Background: an optimization exercise with open tools, aiming at small area and a short achievable clock period. Do not read the settings as production practice. RTL that was checked went through simulation tests only; none was proved equivalent to the original. Power and IR drop assume default switching activity.

==> inputs of run Y <==
==> flow/design.v <==
module mary_top(
  input         clock,
  input         reset,
  input         io_reset,
  input  [31:0] io_instr,
  output [4:0]  io_addr,
  output [31:0] io_out
);
  reg  [1:0]    ph;
  reg  [4:0]    addr;
  reg  [4:0]    t;
  reg  [1023:0] ring;
  reg  [31:0]   vld;
  reg  [31:0]   opa;
  reg  [31:0]   opb;
  reg  [31:0]   res;
  reg  [4:0]    prd;
  reg           pend;
  reg           c_add, c_sll, c_slt, c_sltu, c_xor, c_srl, c_or, c_and;
  reg           c_cin, c_sra, c_left;
  assign io_addr = addr;
  assign io_out  = res;
  wire [6:0] opcode = io_instr[6:0];
  wire [2:0] f3     = io_instr[14:12];
  wire [6:0] f7     = io_instr[31:25];
  wire [4:0] rs1    = io_instr[19:15];
  wire [4:0] rs2    = io_instr[24:20];
  wire last  = (ph == 2'd3) | io_reset;
  wire rd_ph = ~ph[1];                       
  wire [3:0] hc = t[4:1] + {3'd0, t[0]};
  reg  [15:0] hit_a, hit_b;
  integer j;
  always @* begin
    for (j = 0; j < 16; j = j + 1) begin
      hit_a[j] = (rs1[4:1] == j[3:0] - hc) & vld[2*j];
      hit_b[j] = (rs2[4:1] == j[3:0] - hc) & vld[2*j];
    end
  end
  wire byp_a   = pend & (rs1 == prd);
  wire byp_b   = pend & (rs2 == prd);
  wire use_imm = ~opcode[5];
  wire cap_a   = rd_ph & (rs1[0] == t[0]);
  wire cap_b   = rd_ph & (rs2[0] == t[0]) & ~use_imm;
  wire imm_b   = (ph == 2'd1) & use_imm;
  wire [31:0] imm = {{20{io_instr[31]}}, io_instr[31:20]};
  reg  [31:0] nxt_a, nxt_b;
  always @* begin
    nxt_a = ({32{cap_a & byp_a}} & res) | ({32{~cap_a}} & opa);
    nxt_b = ({32{cap_b & byp_b}} & res) | ({32{~cap_b & ~imm_b}} & opb)
          | ({32{imm_b}} & imm);
    for (j = 0; j < 16; j = j + 1) begin
      nxt_a = nxt_a | ({32{cap_a & ~byp_a & hit_a[j]}} & ring[64*j +: 32]);
      nxt_b = nxt_b | ({32{cap_b & ~byp_b & hit_b[j]}} & ring[64*j +: 32]);
    end
  end
  wire [4:0] ws = prd + t + 5'd1;
  wire do_wr = pend & (ws[1:0] == 2'b00);
  integer s;
  always @(posedge clock) begin
    for (s = 0; s < 32; s = s + 1) begin
      if ((s % 4) == 0 && do_wr && ws[4:2] == s / 4) begin
        ring[32*s +: 32] <= res;
        vld[s] <= ~reset;
      end else begin
        ring[32*s +: 32] <= ring[32*((s + 31) % 32) +: 32];
        vld[s] <= ~reset & vld[(s + 31) % 32];
      end
    end
  end
  wire [31:0] bx  = opb ^ {32{c_cin}};
  wire [32:0] sum = {1'b0, opa} + {1'b0, bx} + {32'd0, c_cin};
  wire ltu = ~sum[32];
  wire lt  = (opa[31] ^ opb[31]) ? opa[31] : sum[31];
  reg  [31:0] sh_in, sh_rev;
  integer k;
  always @* begin
    for (k = 0; k < 32; k = k + 1) sh_in[k] = c_left ? opa[31 - k] : opa[k];
  end
  wire [31:0] shr = $signed({c_sra & opa[31], sh_in}) >>> opb[4:0];
  always @* begin
    for (k = 0; k < 32; k = k + 1) sh_rev[k] = shr[31 - k];
  end
  wire [31:0] alu = ({32{c_add}}  & sum[31:0])
                  | ({32{c_sll}}  & sh_rev)
                  | ({31'd0, c_slt  & lt})
                  | ({31'd0, c_sltu & ltu})
                  | ({32{c_xor}}  & (opa ^ opb))
                  | ({32{c_srl}}  & shr)
                  | ({32{c_or}}   & (opa | opb))
                  | ({32{c_and}}  & (opa & opb));
  wire is_opi = opcode == 7'h13;
  wire is_op  = opcode == 7'h33;
  wire f7z    = f7 == 7'h00;
  wire f7s    = f7 == 7'h20;
  wire opz    = is_op & f7z;
  wire oki    = is_opi | opz;
  always @(posedge clock) begin
    c_add  <= f3 == 3'd0 & (oki | (is_op & f7s));
    c_sll  <= f3 == 3'd1 & oki;
    c_slt  <= f3 == 3'd2 & oki;
    c_sltu <= f3 == 3'd3 & oki;
    c_xor  <= f3 == 3'd4 & oki;
    c_srl  <= f3 == 3'd5 & ((is_opi | is_op) & (f7z | f7s));
    c_or   <= f3 == 3'd6 & oki;
    c_and  <= f3 == 3'd7 & oki;
    c_cin  <= (f3 == 3'd0 & is_op & f7s) | f3 == 3'd2 | f3 == 3'd3;
    c_sra  <= f7s & f3 == 3'd5;
    c_left <= f3 == 3'd1;
    opa <= nxt_a;
    opb <= nxt_b;
    if (ph == 2'd2) begin
      res <= alu;
      prd <= io_instr[11:7];
    end
    if (reset) begin
      ph   <= 2'd0;
      addr <= 5'd0;
      t    <= 5'd0;
      pend <= 1'b0;
    end else begin
      ph   <= last ? 2'd0 : ph + 2'd1;
      if (last) addr <= addr + 5'd1;
      t    <= t + 5'd1;
      pend <= (ph == 2'd2 & ~io_reset) | (pend & ~do_wr);
    end
  end
endmodule
==> flow/flow/run.sh <==
#!/bin/bash
set -euo pipefail
bash standard.sh \
  CORE_UTILIZATION=40 \
  SLEW_MARGIN=20 CAP_MARGIN=20 \
  SETUP_SLACK_MARGIN=8.3 \
  CTS_ARGS="-sink_clustering_enable -repair_clock_nets -dont_use_dummy_load" \
  finish > standard.log 2>&1
==> flow/standard.sh <==
#!/bin/bash
# synth_recipe.tcl (not shown) runs the flow's synth.tcl, then flattens the netlist and writes it again
# the make line also repeats each setting of config.mk as NAME=value (left out here)
make -C /OpenROAD-flow-scripts/flow DESIGN_CONFIG=/design/flow/config.mk WORK_HOME=/design/flow/orfs CLKGATE_MAP_FILE= SYNTH_SCRIPT=/design/flow/synth_recipe.tcl "${@:-finish}"
==> flow/config.mk <==
export PLATFORM = sky130hd
export DESIGN_NAME = mary_top
export DESIGN_NICKNAME = mary_top
export VERILOG_FILES = /design/flow/design.v
export SDC_FILE = /design/flow/constraint.sdc
export NUM_CORES = 4
export LEC_CHECK = 0
export CAP_MARGIN = 40
export CORE_MARGIN = 2
export CORE_UTILIZATION = 30
export SLEW_MARGIN = 40
==> flow/constraint.sdc <==
create_clock -name core_clock -period 12.0 [get_ports {clock}]
set_input_delay 2.4000 -clock core_clock [delete_from_list [all_inputs] [get_ports {clock}]]
set_output_delay 2.4000 -clock core_clock [all_outputs]
set_load 0.01 [all_outputs]
==> inputs of run C, as changes to run Y <==
--- a/flow/design.v
+++ b/flow/design.v
@@ -9,17 +9,22 @@
   reg  [1:0]    ph;
   reg  [4:0]    addr;
   reg  [4:0]    t;
+  reg  [1:0]    ta1;
+  reg  [3:0]    ta2;
+  reg  [7:0]    ta3;
+  reg  [15:0]   ta4;
   reg  [1023:0] ring;
   reg  [31:0]   vld;
   reg  [31:0]   opa;
   reg  [31:0]   opb;
-  reg  [31:0]   res;
+  reg  [31:0]   res;         
+  reg  [31:0]   out;         
   reg  [4:0]    prd;
   reg           pend;
   reg           c_add, c_sll, c_slt, c_sltu, c_xor, c_srl, c_or, c_and;
   reg           c_cin, c_sra, c_left;
   assign io_addr = addr;
-  assign io_out  = res;
+  assign io_out  = out;
   wire [6:0] opcode = io_instr[6:0];
   wire [2:0] f3     = io_instr[14:12];
   wire [6:0] f7     = io_instr[31:25];
@@ -27,19 +32,36 @@
   wire [4:0] rs2    = io_instr[24:20];
   wire last  = (ph == 2'd3) | io_reset;
   wire rd_ph = ~ph[1];                       
-  wire [3:0] hc = t[4:1] + {3'd0, t[0]};
-  reg  [15:0] hit_a, hit_b;
+  wire use_imm = ~opcode[5];
+  reg  [4:0]  tr [0:15];
+  reg  [15:0] ok, hit_a, hit_b;
   integer j;
   always @* begin
     for (j = 0; j < 16; j = j + 1) begin
-      hit_a[j] = (rs1[4:1] == j[3:0] - hc) & vld[2*j];
-      hit_b[j] = (rs2[4:1] == j[3:0] - hc) & vld[2*j];
+      tr[j] = {ta4[j], ta3[j % 8], ta2[j % 4], ta1[j % 2], t[0]};
+      ok[j] = rd_ph & vld[2*j] & ~(pend & (prd == tr[j]));
+      hit_a[j] = (rs1 == tr[j]) & ok[j];
+      hit_b[j] = (rs2 == tr[j]) & ~use_imm & ok[j];
+    end
+  end
+  wire [4:0] t_nx = reset ? 5'd0 : t + 5'd1;
+  reg  [1:0]  ta1_nx;
+  reg  [3:0]  ta2_nx;
+  reg  [7:0]  ta3_nx;
+  reg  [15:0] ta4_nx;
+  reg  [4:0]  r_nx;
+  always @* begin
+    for (j = 0; j < 16; j = j + 1) begin
+      r_nx = {j[3:0], 1'b0} - t_nx;
+      if (j < 2) ta1_nx[j] = r_nx[1];
+      if (j < 4) ta2_nx[j] = r_nx[2];
+      if (j < 8) ta3_nx[j] = r_nx[3];
+      ta4_nx[j] = r_nx[4];
     end
   end
   wire byp_a   = pend & (rs1 == prd);
   wire byp_b   = pend & (rs2 == prd);
-  wire use_imm = ~opcode[5];
-  wire cap_a   = rd_ph & (rs1[0] == t[0]);
+  wire cap_a   = rd_ph & (rs1[0] == t[0]);    
   wire cap_b   = rd_ph & (rs2[0] == t[0]) & ~use_imm;
   wire imm_b   = (ph == 2'd1) & use_imm;
   wire [31:0] imm = {{20{io_instr[31]}}, io_instr[31:20]};
@@ -49,8 +71,8 @@
     nxt_b = ({32{cap_b & byp_b}} & res) | ({32{~cap_b & ~imm_b}} & opb)
           | ({32{imm_b}} & imm);
     for (j = 0; j < 16; j = j + 1) begin
-      nxt_a = nxt_a | ({32{cap_a & ~byp_a & hit_a[j]}} & ring[64*j +: 32]);
-      nxt_b = nxt_b | ({32{cap_b & ~byp_b & hit_b[j]}} & ring[64*j +: 32]);
+      nxt_a = nxt_a | ({32{hit_a[j]}} & ring[64*j +: 32]);
+      nxt_b = nxt_b | ({32{hit_b[j]}} & ring[64*j +: 32]);
     end
   end
   wire [4:0] ws = prd + t + 5'd1;
@@ -108,6 +130,12 @@
     c_left <= f3 == 3'd1;
     opa <= nxt_a;
     opb <= nxt_b;
+    out <= alu;                
+    t   <= t_nx;
+    ta1 <= ta1_nx;
+    ta2 <= ta2_nx;
+    ta3 <= ta3_nx;
+    ta4 <= ta4_nx;
     if (ph == 2'd2) begin
       res <= alu;
       prd <= io_instr[11:7];
@@ -115,12 +143,10 @@
     if (reset) begin
       ph   <= 2'd0;
       addr <= 5'd0;
-      t    <= 5'd0;
       pend <= 1'b0;
     end else begin
       ph   <= last ? 2'd0 : ph + 2'd1;
       if (last) addr <= addr + 5'd1;
-      t    <= t + 5'd1;
       pend <= (ph == 2'd2 & ~io_reset) | (pend & ~do_wr);
     end
   end
==> flow/flow/run.sh (replaced) <==
#!/bin/bash
set -euo pipefail
bash standard.sh \
  CORE_UTILIZATION=40 \
  SLEW_MARGIN=20 CAP_MARGIN=20 \
  SETUP_SLACK_MARGIN=8.0 \
  CTS_ARGS="-sink_clustering_enable -sink_clustering_size 30 -repair_clock_nets -dont_use_dummy_load" \
  finish > standard.log 2>&1
==> inputs of run Z, as changes to run Y <==
==> flow/design.v (replaced) <==
module mary_top(
  input         clock,
  input         reset,
  input         io_reset,
  input  [31:0] io_instr,
  output [4:0]  io_addr,
  output [31:0] io_out
);
  reg  [1:0]    ph;
  reg  [4:0]    addr;
  reg  [4:0]    t;
  reg  [1:0]    ta1;
  reg  [3:0]    ta2;
  reg  [7:0]    ta3;
  reg  [15:0]   ta4;
  reg  [1023:0] ring;
  reg  [31:0]   vld;
  reg  [31:0]   opa;
  reg  [31:0]   opb;
  reg  [31:0]   res;         
  reg  [31:0]   out;         
  reg  [4:0]    prd;
  reg           pend;
  reg  [7:0]    wen;         
  reg           c_add, c_sll, c_slt, c_sltu, c_x, c_g, c_srl;
  reg           c_cin, c_sra, c_left;
  assign io_addr = addr;
  assign io_out  = out;
  wire [6:0] opcode = io_instr[6:0];
  wire [2:0] f3     = io_instr[14:12];
  wire [6:0] f7     = io_instr[31:25];
  wire [4:0] rs1    = io_instr[19:15];
  wire [4:0] rs2    = io_instr[24:20];
  wire last  = (ph == 2'd3) | io_reset;
  wire rd_ph = ~ph[1];                       
  wire use_imm = ~opcode[5];
  reg  [4:0]  tr [0:15];
  reg  [15:0] ok, hit_a, hit_b;
  integer j;
  always @* begin
    for (j = 0; j < 16; j = j + 1) begin
      tr[j] = {ta4[j], ta3[j % 8], ta2[j % 4], ta1[j % 2], t[0]};
      ok[j] = rd_ph & vld[2*j] & ~(pend & (prd == tr[j]));
      hit_a[j] = (rs1 == tr[j]) & ok[j];
      hit_b[j] = (rs2 == tr[j]) & ~use_imm & ok[j];
    end
  end
  wire [4:0] t_nx = reset ? 5'd0 : t + 5'd1;
  reg  [1:0]  ta1_nx;
  reg  [3:0]  ta2_nx;
  reg  [7:0]  ta3_nx;
  reg  [15:0] ta4_nx;
  reg  [4:0]  r_nx;
  always @* begin
    for (j = 0; j < 16; j = j + 1) begin
      r_nx = {j[3:0], 1'b0} - t_nx;
      if (j < 2) ta1_nx[j] = r_nx[1];
      if (j < 4) ta2_nx[j] = r_nx[2];
      if (j < 8) ta3_nx[j] = r_nx[3];
      ta4_nx[j] = r_nx[4];
    end
  end
  wire byp_a   = pend & (rs1 == prd);
  wire byp_b   = pend & (rs2 == prd);
  wire cap_a   = rd_ph & (rs1[0] == t[0]);    
  wire cap_b   = rd_ph & (rs2[0] == t[0]) & ~use_imm;
  wire imm_b   = (ph == 2'd1) & use_imm;
  wire [31:0] imm = {{20{io_instr[31]}}, io_instr[31:20]};
  reg  [31:0] nxt_a, nxt_b;
  always @* begin
    nxt_a = ({32{cap_a & byp_a}} & res) | ({32{~cap_a}} & opa);
    nxt_b = ({32{cap_b & byp_b}} & res) | ({32{~cap_b & ~imm_b}} & opb)
          | ({32{imm_b}} & imm);
    for (j = 0; j < 16; j = j + 1) begin
      nxt_a = nxt_a | ({32{hit_a[j]}} & ring[64*j +: 32]);
      nxt_b = nxt_b | ({32{hit_b[j]}} & ring[64*j +: 32]);
    end
  end
  wire       wr_now  = |wen;
  wire       pend_nx = ~reset & ((ph == 2'd2 & ~io_reset) | (pend & ~wr_now));
  wire [4:0] prd_nx  = (ph == 2'd2) ? io_instr[11:7] : prd;
  wire [4:0] ws_nx   = prd_nx + t_nx + 5'd1;
  reg  [7:0] wen_nx;
  always @* begin
    for (j = 0; j < 8; j = j + 1)
      wen_nx[j] = pend_nx & (ws_nx == 4 * j);
  end
  integer s;
  always @(posedge clock) begin
    for (s = 0; s < 32; s = s + 1) begin
      if ((s % 4) == 0 && wen[s / 4]) begin
        ring[32*s +: 32] <= res;
        vld[s] <= ~reset;
      end else begin
        ring[32*s +: 32] <= ring[32*((s + 31) % 32) +: 32];
        vld[s] <= ~reset & vld[(s + 31) % 32];
      end
    end
  end
  wire [31:0] bx = opb ^ {32{c_cin}};
  wire [31:0] p  = opa ^ bx;
  wire [31:0] g  = opa & bx;
  wire [32:0] sum = {1'b0, opa} + {1'b0, bx} + {32'd0, c_cin};
  wire ltu = ~sum[32];
  wire lt  = (opa[31] ^ opb[31]) ? opa[31] : sum[31];
  wire [4:0]  sh  = opb[4:0];
  wire [4:0]  amt = c_left ? (~sh + 5'd1) : sh;
  wire [31:0] r0  = amt[0] ? {opa[0],     opa[31:1]} : opa;
  wire [31:0] r1  = amt[1] ? {r0[1:0],    r0[31:2]}  : r0;
  wire [31:0] r2  = amt[2] ? {r1[3:0],    r1[31:4]}  : r1;
  wire [31:0] r3  = amt[3] ? {r2[7:0],    r2[31:8]}  : r2;
  wire [31:0] r4  = amt[4] ? {r3[15:0],   r3[31:16]} : r3;
  reg  [31:0] th, shv;                   
  integer k;
  always @* begin
    for (k = 0; k < 32; k = k + 1) th[k] = (sh <= k);
    for (k = 0; k < 32; k = k + 1)
      shv[k] = (c_sll & th[k] & r4[k]) | (c_srl & th[31 - k] & r4[k])
             | (c_sra & ~th[31 - k] & opa[31]);
  end
  wire [31:0] alu = ({32{c_add}} & sum[31:0])
                  | shv
                  | {31'd0, (c_slt & lt) | (c_sltu & ltu)}
                  | ({32{c_x}} & p)
                  | ({32{c_g}} & g);
  wire is_opi = opcode == 7'h13;
  wire is_op  = opcode == 7'h33;
  wire f7z    = f7 == 7'h00;
  wire f7s    = f7 == 7'h20;
  wire opz    = is_op & f7z;
  wire oki    = is_opi | opz;
  always @(posedge clock) begin
    c_add  <= f3 == 3'd0 & (oki | (is_op & f7s));
    c_sll  <= f3 == 3'd1 & oki;
    c_slt  <= f3 == 3'd2 & oki;
    c_sltu <= f3 == 3'd3 & oki;
    c_x    <= (f3 == 3'd4 | f3 == 3'd6) & oki;
    c_g    <= (f3 == 3'd7 | f3 == 3'd6) & oki;
    c_srl  <= f3 == 3'd5 & ((is_opi | is_op) & (f7z | f7s));
    c_cin  <= (f3 == 3'd0 & is_op & f7s) | f3 == 3'd2 | f3 == 3'd3;
    c_sra  <= f3 == 3'd5 & (is_opi | is_op) & f7s;
    c_left <= f3 == 3'd1;
    opa <= nxt_a;
    opb <= nxt_b;
    out <= alu;                
    t   <= t_nx;
    ta1 <= ta1_nx;
    ta2 <= ta2_nx;
    ta3 <= ta3_nx;
    ta4 <= ta4_nx;
    if (ph == 2'd2) res <= alu;
    prd <= prd_nx;
    pend <= pend_nx;
    wen <= wen_nx;
    if (reset) begin
      ph   <= 2'd0;
      addr <= 5'd0;
    end else begin
      ph   <= last ? 2'd0 : ph + 2'd1;
      if (last) addr <= addr + 5'd1;
    end
  end
endmodule
==> flow/flow/run.sh (replaced) <==
#!/bin/bash
set -euo pipefail
bash standard.sh \
  CORE_UTILIZATION=45 \
  SLEW_MARGIN=20 CAP_MARGIN=20 \
  SETUP_SLACK_MARGIN=8.0 \
  CTS_ARGS="-sink_clustering_enable -sink_clustering_size 25 -sink_clustering_max_diameter 120 -repair_clock_nets -dont_use_dummy_load" \
  finish > standard.log 2>&1
==> inputs of run E, as changes to run Y <==
--- a/flow/design.v
+++ b/flow/design.v
@@ -25,34 +25,26 @@
   wire [6:0] f7     = io_instr[31:25];
   wire [4:0] rs1    = io_instr[19:15];
   wire [4:0] rs2    = io_instr[24:20];
-  wire last  = (ph == 2'd3) | io_reset;
+  wire last = (ph == 2'd3) | io_reset;
   wire rd_ph = ~ph[1];                       
-  wire [3:0] hc = t[4:1] + {3'd0, t[0]};
-  reg  [15:0] hit_a, hit_b;
+  wire [4:0] sa = rs1 + t;
+  wire [4:0] sb = rs2 + t;
+  wire byp_a = pend & (rs1 == prd);
+  wire byp_b = pend & (rs2 == prd);
+  reg  [31:0] tap_a, tap_b;
   integer j;
   always @* begin
+    tap_a = {32{byp_a}} & res;
+    tap_b = {32{byp_b}} & res;
     for (j = 0; j < 16; j = j + 1) begin
-      hit_a[j] = (rs1[4:1] == j[3:0] - hc) & vld[2*j];
-      hit_b[j] = (rs2[4:1] == j[3:0] - hc) & vld[2*j];
+      tap_a = tap_a | ({32{~byp_a & (sa[4:1] == j) & vld[2*j]}} & ring[64*j +: 32]);
+      tap_b = tap_b | ({32{~byp_b & (sb[4:1] == j) & vld[2*j]}} & ring[64*j +: 32]);
     end
   end
-  wire byp_a   = pend & (rs1 == prd);
-  wire byp_b   = pend & (rs2 == prd);
   wire use_imm = ~opcode[5];
-  wire cap_a   = rd_ph & (rs1[0] == t[0]);
-  wire cap_b   = rd_ph & (rs2[0] == t[0]) & ~use_imm;
-  wire imm_b   = (ph == 2'd1) & use_imm;
+  wire cap_a = rd_ph & ~sa[0];
+  wire cap_b = (rd_ph & ~sb[0]) | (ph == 2'd1 & use_imm);
   wire [31:0] imm = {{20{io_instr[31]}}, io_instr[31:20]};
-  reg  [31:0] nxt_a, nxt_b;
-  always @* begin
-    nxt_a = ({32{cap_a & byp_a}} & res) | ({32{~cap_a}} & opa);
-    nxt_b = ({32{cap_b & byp_b}} & res) | ({32{~cap_b & ~imm_b}} & opb)
-          | ({32{imm_b}} & imm);
-    for (j = 0; j < 16; j = j + 1) begin
-      nxt_a = nxt_a | ({32{cap_a & ~byp_a & hit_a[j]}} & ring[64*j +: 32]);
-      nxt_b = nxt_b | ({32{cap_b & ~byp_b & hit_b[j]}} & ring[64*j +: 32]);
-    end
-  end
   wire [4:0] ws = prd + t + 5'd1;
   wire do_wr = pend & (ws[1:0] == 2'b00);
   integer s;
@@ -106,8 +98,8 @@
     c_cin  <= (f3 == 3'd0 & is_op & f7s) | f3 == 3'd2 | f3 == 3'd3;
     c_sra  <= f7s & f3 == 3'd5;
     c_left <= f3 == 3'd1;
-    opa <= nxt_a;
-    opb <= nxt_b;
+    if (cap_a) opa <= tap_a;
+    if (cap_b) opb <= use_imm ? imm : tap_b;
     if (ph == 2'd2) begin
       res <= alu;
       prd <= io_instr[11:7];
==> flow/run.sh (new file) <==
#!/bin/bash
# synth_recipe.tcl (not shown) runs the flow's synth.tcl, then flattens the netlist and writes it again
# the make line also repeats each setting of config.mk as NAME=value (left out here)
make -C /OpenROAD-flow-scripts/flow DESIGN_CONFIG=/design/flow/config.mk WORK_HOME=/design/flow/orfs CLKGATE_MAP_FILE= SYNTH_SCRIPT=/design/flow/synth_recipe.tcl finish
removed: flow/flow/run.sh
removed: flow/standard.sh
==> notes <==
Run Z went through all stages and came out clean. Run Y ran to the end with no violations. Run E finished clean. Run C finished with timing, DRC and antenna clean. First-iteration DRC count: run Z is smaller than run Y (about 13%). Synthesized cell count: run Y < run E < run Z < run C. Synthesized area, lowest first: run Y, run E, run Z, run C. Via count, highest first: run Y, run C, run E, run Z. In run Y the sequential share of layout area is lower than in run E, by 3.4 points. Of run Y and run C, run Y has the higher wire length (gap 9.3%, measured against run C). Of run C and run Y, run C has the higher register-to-register slack (gap 0.04 ns).
==> figures <==
quantity	run Y	run E	run C	run Z
Number of standard cells after synthesis	3,545	3,556	3,767	3,567
Post-Synthesis Net Count	3,693	3,706	3,909	3,651
Outcome	no timing/DRC/antenna violations	no timing/DRC/antenna violations	no timing/DRC/antenna violations	no timing/DRC/antenna violations
Peak VDD IR	0.109 mV	0.133 mV	0.116 mV	0.109 mV
Top-area cell type share of the netlist area	55.4%	50.9%	55.4%	57.0%
Final HPWL from detailed placement	89.2 mm	101 mm	90.6 mm	83.1 mm
Pwr Density	147 nW/um^2	171 nW/um^2	155 nW/um^2	147 nW/um^2
Growth of design area from synthesis to finish	24.9%	16.1%	14.9%	11.4%
Non-clk bufs	413	159	184	167
Clock net power	3.03 mW	3.56 mW	3.12 mW	2.13 mW
RR Endpoint	ring[524]	res[28]	ring[275]	res[0]
Number of buffers added by the clock tree synthesis step	114	109	117	58
Sum of routed wire length over all layers	172 mm	162 mm	158 mm	155 mm
DR WL met2	71.9 mm	66.0 mm	66.9 mm	65.1 mm
Endpoint of the most critical setup path	opb[1]	opb[9]	opb[15]	opb[0]
Function not checked in run E: the RTL went through the layout flow alone.

## what the ideal ports hide
The flow's constraints put no driver on any port. The routed layouts listed below were extracted and timed again, unchanged, in two steps. Step 1 assumes that a clkbuf_16 drives the clock port and a buf_2 every other input. Step 2 times the ports against the registers' clock, not the clock port: input delays grow and output delays shrink by t, the midpoint of the rising clock arrivals with the driver on. a / b / c = no drivers / after step 1 / after step 2; a / b = the first two.
run | shift t [ns] | setup WS [ns] | hold WS [ns] | worst register clock-pin slew, ns
run Y | 0.746 | 7.795 / 7.822 / 7.076 | 0.260 / 0.260 / 0.260 | 0.07 / 0.07
run C | 0.746 | 7.959 / 7.978 / 7.257 | 0.278 / 0.278 / 0.278 | 0.07 / 0.07
run Z | 0.720 | 8.029 / 8.000 / 7.356 | 0.301 / 0.301 / 0.301 | 0.10 / 0.10
run E | 0.802 | 5.939 / 5.951 / 5.149 | 0.296 / 0.296 / 0.296 | 0.07 / 0.07
After both steps every run listed still meets setup and hold. For run E, which loses most, drivers alone change the setup slack by +0.012 ns; drivers and shift together by -0.790 ns.
